This design comes from an exercise in tuning for small area on the open sky130 flow, not from production work. In this exercise RTL edits were held to simulation tests only and were not proved equivalent to the original. No activity file was given, so power comes from the tool's default toggle rates.

==> inputs of 11-13 <==
## filtering
module filtering(
input clock,
input reset,
input [3:0]sel_module,
input [23:0] rgb_C,
input [7:0] gray_center,
input [7:0] gray_up,
input [7:0] gray_down,
input [7:0] gray_right,
input [7:0] gray_right_down,
input [7:0] gray_right_up,
input [7:0] gray_left,
input [7:0] gray_left_down,
input [7:0] gray_left_up,
input [10:0] Hcount_in,
input [10:0] Vcount_in,
output reg [3:0] red,
output reg [3:0] green,
output reg [3:0] blue,
output reg [10:0] hc,
output reg [10:0] vc,
input Nblank
);
clock: 13.0 ns
lec_check: 0
abc_area: 1
cap_margin: 5
core_margin: 2
core_utilization: 40
slew_margin: 5
standard.sh (not shown) runs the stock make flow with config.mk's settings and CLKGATE_MAP_FILE= SYNTH_SCRIPT=/design/flow/synth_recipe.tcl, a recipe that flattens the netlist after the stock synthesis.
==> flow/flow/run.sh <==
#!/bin/bash
# The standard layout with these changes:
#  - after the standard synthesis, the combinational logic between the
#    registers and full-adder cells is re-mapped by ABC for area (resyn.ys,
#    with eight random seeds of &deepsyn); the registers, the full-adder
#    cells and the names of the registers stay;
#  - flow/faopt.py flips the polarity of full-adder cells to drop inverters
#    that extract_fa leaves between them;
#  - flow/nlcmp.py checks the result against the standard netlist by random
#    simulation and checks that every register is kept and still read; on
#    any failure that candidate is dropped; the smallest one left is used,
#    or the standard netlist if none is left;
#  - plain buf_1 cells as the port buffers;
#  - a clock tree of clkbuf_4 cells (at most 10 sinks each) under a
#    clkbuf_16 root, no dummy loads.
set -euo pipefail
export BUFFER_PORTS_ARGS="-buffer_cell sky130_fd_sc_hd__buf_1"
export CTS_ARGS="-sink_clustering_enable -repair_clock_nets -dont_use_dummy_load -root_buf sky130_fd_sc_hd__clkbuf_16 -buf_list sky130_fd_sc_hd__clkbuf_4 -sink_clustering_size 10"
R=$PWD/orfs/results/$FLOW_PLATFORM/filtering/base
LIB=$FLOW_HOME/platforms/sky130hd/lib/sky130_fd_sc_hd__tt_025C_1v80.lib
bash standard.sh synth > flow_synth.log 2>&1
cp $R/1_2_yosys.v $R/1_2_yosys.std.v
cat > $PWD/resyn.ys <<E2
read_liberty -ignore_miss_func $LIB
blackbox sky130_fd_sc_hd__fa_1 sky130_fd_sc_hd__dfxtp_1 sky130_fd_sc_hd__conb_1
read_verilog $R/1_2_yosys.std.v
hierarchy -top $FLOW_TOP
flatten
opt_clean
techmap
opt_expr
opt_clean
abc -liberty $LIB -dont_use *clkdly* -dont_use *dlygate* -dont_use *probe* -dont_use *lpflow* -script $PWD/area_SEED.abc
opt_clean -purge
rename -hide w:*.*
opt_clean -purge
write_verilog -noattr -noexpr $R/1_2_yosys.rs_SEED.v
E2
NB=$(grep -c dfxtp_1 $R/1_2_yosys.std.v)
# one re-mapping per random seed of ABC's &deepsyn, in parallel; each result
# must pass the checks, and the smallest one is used
resyn_one() {
  S=$1
  printf 'strash\n&get -n\n&deepsyn -T 60 -S %d\n&put\ndch -f\nmap -a\nmfs2 -a\nstrash\ndch -f\nmap -a\n' $S > $PWD/area_$S.abc
  sed "s/SEED/$S/g" $PWD/resyn.ys > $PWD/resyn_$S.ys
  yosys -s $PWD/resyn_$S.ys > resyn_$S.log 2>&1 || return 0
  python3 flow/faopt.py $R/1_2_yosys.rs_$S.v $R/1_2_yosys.opt_$S.v > faopt_$S.log 2>&1 || return 0
  NLCMP_LIB=$LIB python3 flow/nlcmp.py $R/1_2_yosys.std.v $R/1_2_yosys.opt_$S.v 60 > nlcmp_$S.log 2>&1 || return 0
  if grep -q "^mismatches 0$" nlcmp_$S.log && grep -q "^registers $NB $NB unread 0 *$" nlcmp_$S.log; then
    touch ok_$S
  fi
}
for S in 1 2 3 4; do resyn_one $S & done
wait
for S in 5 6 7 8; do resyn_one $S & done
wait
CANDS=""
for S in 1 2 3 4 5 6 7 8; do
  if [ -f ok_$S ]; then CANDS="$CANDS $R/1_2_yosys.opt_$S.v"; fi
done
if [ -n "$CANDS" ]; then
  python3 flow/pick.py $LIB $R/1_2_yosys.v $CANDS > netlist_choice.log 2>&1
else
  python3 flow/faopt.py $R/1_2_yosys.std.v $R/1_2_yosys.v > faopt_std.log 2>&1 || cp $R/1_2_yosys.std.v $R/1_2_yosys.v
  echo "using the standard netlist" > netlist_choice.log
fi
rm -f $R/1_synth.odb
bash standard.sh > flow_layout.log 2>&1
==> flow/flow/pick.py <==
#!/usr/bin/env python3
"""usage: pick.py lib out.v cand1.v [cand2.v ...]
Copies the candidate netlist with the smallest standard-cell area to out.v
and prints the areas."""
import re, sys, shutil
lib = open(sys.argv[1]).read()
area = {}
ms = list(re.finditer(r'cell\s*\(\s*"?(\w+)"?\s*\)', lib))
for i, m in enumerate(ms):
    end = ms[i + 1].start() if i + 1 < len(ms) else len(lib)
    a = re.search(r'\barea\s*:\s*([\d.]+)', lib[m.end():end])
    if a:
        area[m.group(1)] = float(a.group(1))
best = None
for f in sys.argv[3:]:
    s = open(f).read()
    t = sum(area.get(c, 0.0) for c in re.findall(r'^\s*(sky130_fd_sc_hd__\w+) ', s, re.M))
    print('%s %.1f' % (f, t))
    if best is None or t < best[0]:
        best = (t, f)
print('picked', best[1])
shutil.copy(best[1], sys.argv[2])
Other scripts of this flow, unchanged in this note and not shown: flow/flow/faopt.py, flow/flow/nlcmp.py
==> 02-19 (differences from 11-13) <==
--- a/flow/flow/run.sh
+++ b/flow/flow/run.sh
@@ -3,5 +3,5 @@
 #  - after the standard synthesis, the combinational logic between the
 #    registers and full-adder cells is re-mapped by ABC for area (resyn.ys,
-#    with eight random seeds of &deepsyn); the registers, the full-adder
+#    with sixteen random seeds of &deepsyn); the registers, the full-adder
 #    cells and the names of the registers stay;
 #  - flow/faopt.py flips the polarity of full-adder cells to drop inverters
@@ -12,9 +12,9 @@
 #    or the standard netlist if none is left;
 #  - plain buf_1 cells as the port buffers;
-#  - a clock tree of clkbuf_4 cells (at most 10 sinks each) under a
-#    clkbuf_16 root, no dummy loads.
+#  - a clock tree of clkbuf_4 cells under a
+#    clkbuf_8 root, no dummy loads.
 set -euo pipefail
 export BUFFER_PORTS_ARGS="-buffer_cell sky130_fd_sc_hd__buf_1"
-export CTS_ARGS="-sink_clustering_enable -repair_clock_nets -dont_use_dummy_load -root_buf sky130_fd_sc_hd__clkbuf_16 -buf_list sky130_fd_sc_hd__clkbuf_4 -sink_clustering_size 10"
+export CTS_ARGS="-sink_clustering_enable -repair_clock_nets -dont_use_dummy_load -root_buf sky130_fd_sc_hd__clkbuf_8 -buf_list sky130_fd_sc_hd__clkbuf_4"
 R=$PWD/orfs/results/$FLOW_PLATFORM/filtering/base
 LIB=$FLOW_HOME/platforms/sky130hd/lib/sky130_fd_sc_hd__tt_025C_1v80.lib
@@ -42,5 +42,5 @@
 resyn_one() {
   S=$1
-  printf 'strash\n&get -n\n&deepsyn -T 60 -S %d\n&put\ndch -f\nmap -a\nmfs2 -a\nstrash\ndch -f\nmap -a\n' $S > $PWD/area_$S.abc
+  printf 'strash\n&get -n\n&deepsyn -T 60 -S %d\n&put\ndch -f\nmap -a\nmfs2 -a\nstrash\ndch -f\nmap -a\nmfs2 -a\nstrash\ndch -f\nmap -a\n' $S > $PWD/area_$S.abc
   sed "s/SEED/$S/g" $PWD/resyn.ys > $PWD/resyn_$S.ys
   yosys -s $PWD/resyn_$S.ys > resyn_$S.log 2>&1 || return 0
@@ -55,6 +55,10 @@
 for S in 5 6 7 8; do resyn_one $S & done
 wait
+for S in 9 10 11 12; do resyn_one $S & done
+wait
+for S in 13 14 15 16; do resyn_one $S & done
+wait
 CANDS=""
-for S in 1 2 3 4 5 6 7 8; do
+for S in $(seq 1 16); do
   if [ -f ok_$S ]; then CANDS="$CANDS $R/1_2_yosys.opt_$S.v"; fi
 done
GPL_TIMING_DRIVEN = 0   (was default)
==> 01-01 (differences from 11-13) <==
==> flow/flow/run.sh (replaced) <==
#!/bin/bash
# The standard layout with these changes:
#  - after the standard synthesis, the combinational logic between the
#    registers and full-adder cells is re-mapped by ABC for area (resyn.ys,
#    area.abc); the registers, the full-adder cells and the names of the
#    registers stay;
#  - flow/faopt.py flips the polarity of full-adder cells to drop inverters
#    that extract_fa leaves between them;
#  - flow/nlcmp.py checks the result against the standard netlist by random
#    simulation and checks that every register is kept and still read; on
#    any failure the standard netlist is used instead;
#  - plain buf_1 cells as the port buffers;
#  - a clock tree of clkbuf_8 cells under a clkbuf_16 root, no dummy loads.
set -euo pipefail
export BUFFER_PORTS_ARGS="-buffer_cell sky130_fd_sc_hd__buf_1"
export CTS_ARGS="-sink_clustering_enable -repair_clock_nets -dont_use_dummy_load -root_buf sky130_fd_sc_hd__clkbuf_16 -buf_list sky130_fd_sc_hd__clkbuf_8"
R=$PWD/orfs/results/$FLOW_PLATFORM/filtering/base
LIB=$FLOW_HOME/platforms/sky130hd/lib/sky130_fd_sc_hd__tt_025C_1v80.lib
bash standard.sh synth > flow_synth.log 2>&1
cp $R/1_2_yosys.v $R/1_2_yosys.std.v
printf 'strash\n&get -n\n&deepsyn -T 60\n&put\ndch -f\nmap -a\nmfs2 -a\nstrash\ndch -f\nmap -a\n' > $PWD/area.abc
cat > $PWD/resyn.ys <<E2
read_liberty -ignore_miss_func $LIB
blackbox sky130_fd_sc_hd__fa_1 sky130_fd_sc_hd__dfxtp_1 sky130_fd_sc_hd__conb_1
read_verilog $R/1_2_yosys.std.v
hierarchy -top $FLOW_TOP
flatten
opt_clean
techmap
opt_expr
opt_clean
abc -liberty $LIB -dont_use *clkdly* -dont_use *dlygate* -dont_use *probe* -dont_use *lpflow* -script $PWD/area.abc
opt_clean -purge
rename -hide w:*.*
opt_clean -purge
write_verilog -noattr -noexpr $R/1_2_yosys.rs.v
E2
ok=0
if yosys -s $PWD/resyn.ys > resyn.log 2>&1; then
  if python3 flow/faopt.py $R/1_2_yosys.rs.v $R/1_2_yosys.opt.v > faopt.log 2>&1; then
    NB=$(grep -c dfxtp_1 $R/1_2_yosys.std.v)
    if NLCMP_LIB=$LIB python3 flow/nlcmp.py $R/1_2_yosys.std.v $R/1_2_yosys.opt.v 60 > nlcmp.log 2>&1 && grep -q "^mismatches 0$" nlcmp.log && grep -q "^registers $NB $NB unread 0 *$" nlcmp.log; then
      ok=1
    fi
  fi
fi
if [ $ok = 1 ]; then
  cp $R/1_2_yosys.opt.v $R/1_2_yosys.v
  echo "using the re-mapped netlist" > netlist_choice.log
else
  python3 flow/faopt.py $R/1_2_yosys.std.v $R/1_2_yosys.v > faopt_std.log 2>&1 || cp $R/1_2_yosys.std.v $R/1_2_yosys.v
  echo "using the standard netlist" > netlist_choice.log
fi
rm -f $R/1_synth.odb
bash standard.sh > flow_layout.log 2>&1
removed: flow/flow/pick.py
==> comparison <==
- Of 01-01 and 11-13, 01-01 has the higher setup slack (gap 0.25 ns).
- Between 11-13 and 02-19, the lower register-to-register slack is in 02-19 (gap 0.24 ns).
- Global-route usage: 02-19 < 11-13 < 01-01.
- Of 02-19 and 01-01, 01-01 has the higher combinational power (gap about 20%, measured against 01-01).
- Of 02-19 and 11-13, 11-13 has the higher fmax (gap 6.6%, measured against 11-13).
- Non-clock buffer count, highest first: 01-01, 11-13, 02-19.
- Of 11-13 and 02-19, 11-13 has the higher critical path depth (gap 3).
- Of 11-13 and 01-01, 01-01 has the higher clock power (gap about 4%, measured against 01-01).

==> static timing again, ports no longer ideal <==
No port has a modelled driver above. Below, the same layouts with a new extraction and two added sets of constraints. Step 1 assumes that a clkbuf_16 drives the clock port and a buf_2 every other input. Step 2 adds t to the input delays and takes it off the output delays; t is the mean of the earliest and latest rising clock arrival at the registers after step 1. Input paths then give back, and output paths get back, about the clock's delay inside the block. Slacks: no drivers / after step 1 / after step 2; pairs: no drivers / after step 1.
| run | shift t [ns] | setup slack, ns | worst setup path after step 2 | worst slew at a driven data input, ns | pins driven straight from the clock port |
|---|---|---|---|---|---|
| 11-13 | 0.394 | 1.149 / 1.174 / 0.780 | input to register | 0.05 | 1 |
| 02-19 | 0.415 | 0.309 / 0.325 / -0.090 | input to register | 0.05 | 1 |
| 01-01 | 0.396 | 1.401 / 1.389 / 0.994 | input to register | 0.06 | 1 |
Met with ideal ports but missed after step 2: setup timing in 02-19. For 01-01, which loses most, drivers alone change the setup slack by -0.012 ns; drivers and shift together by -0.407 ns.
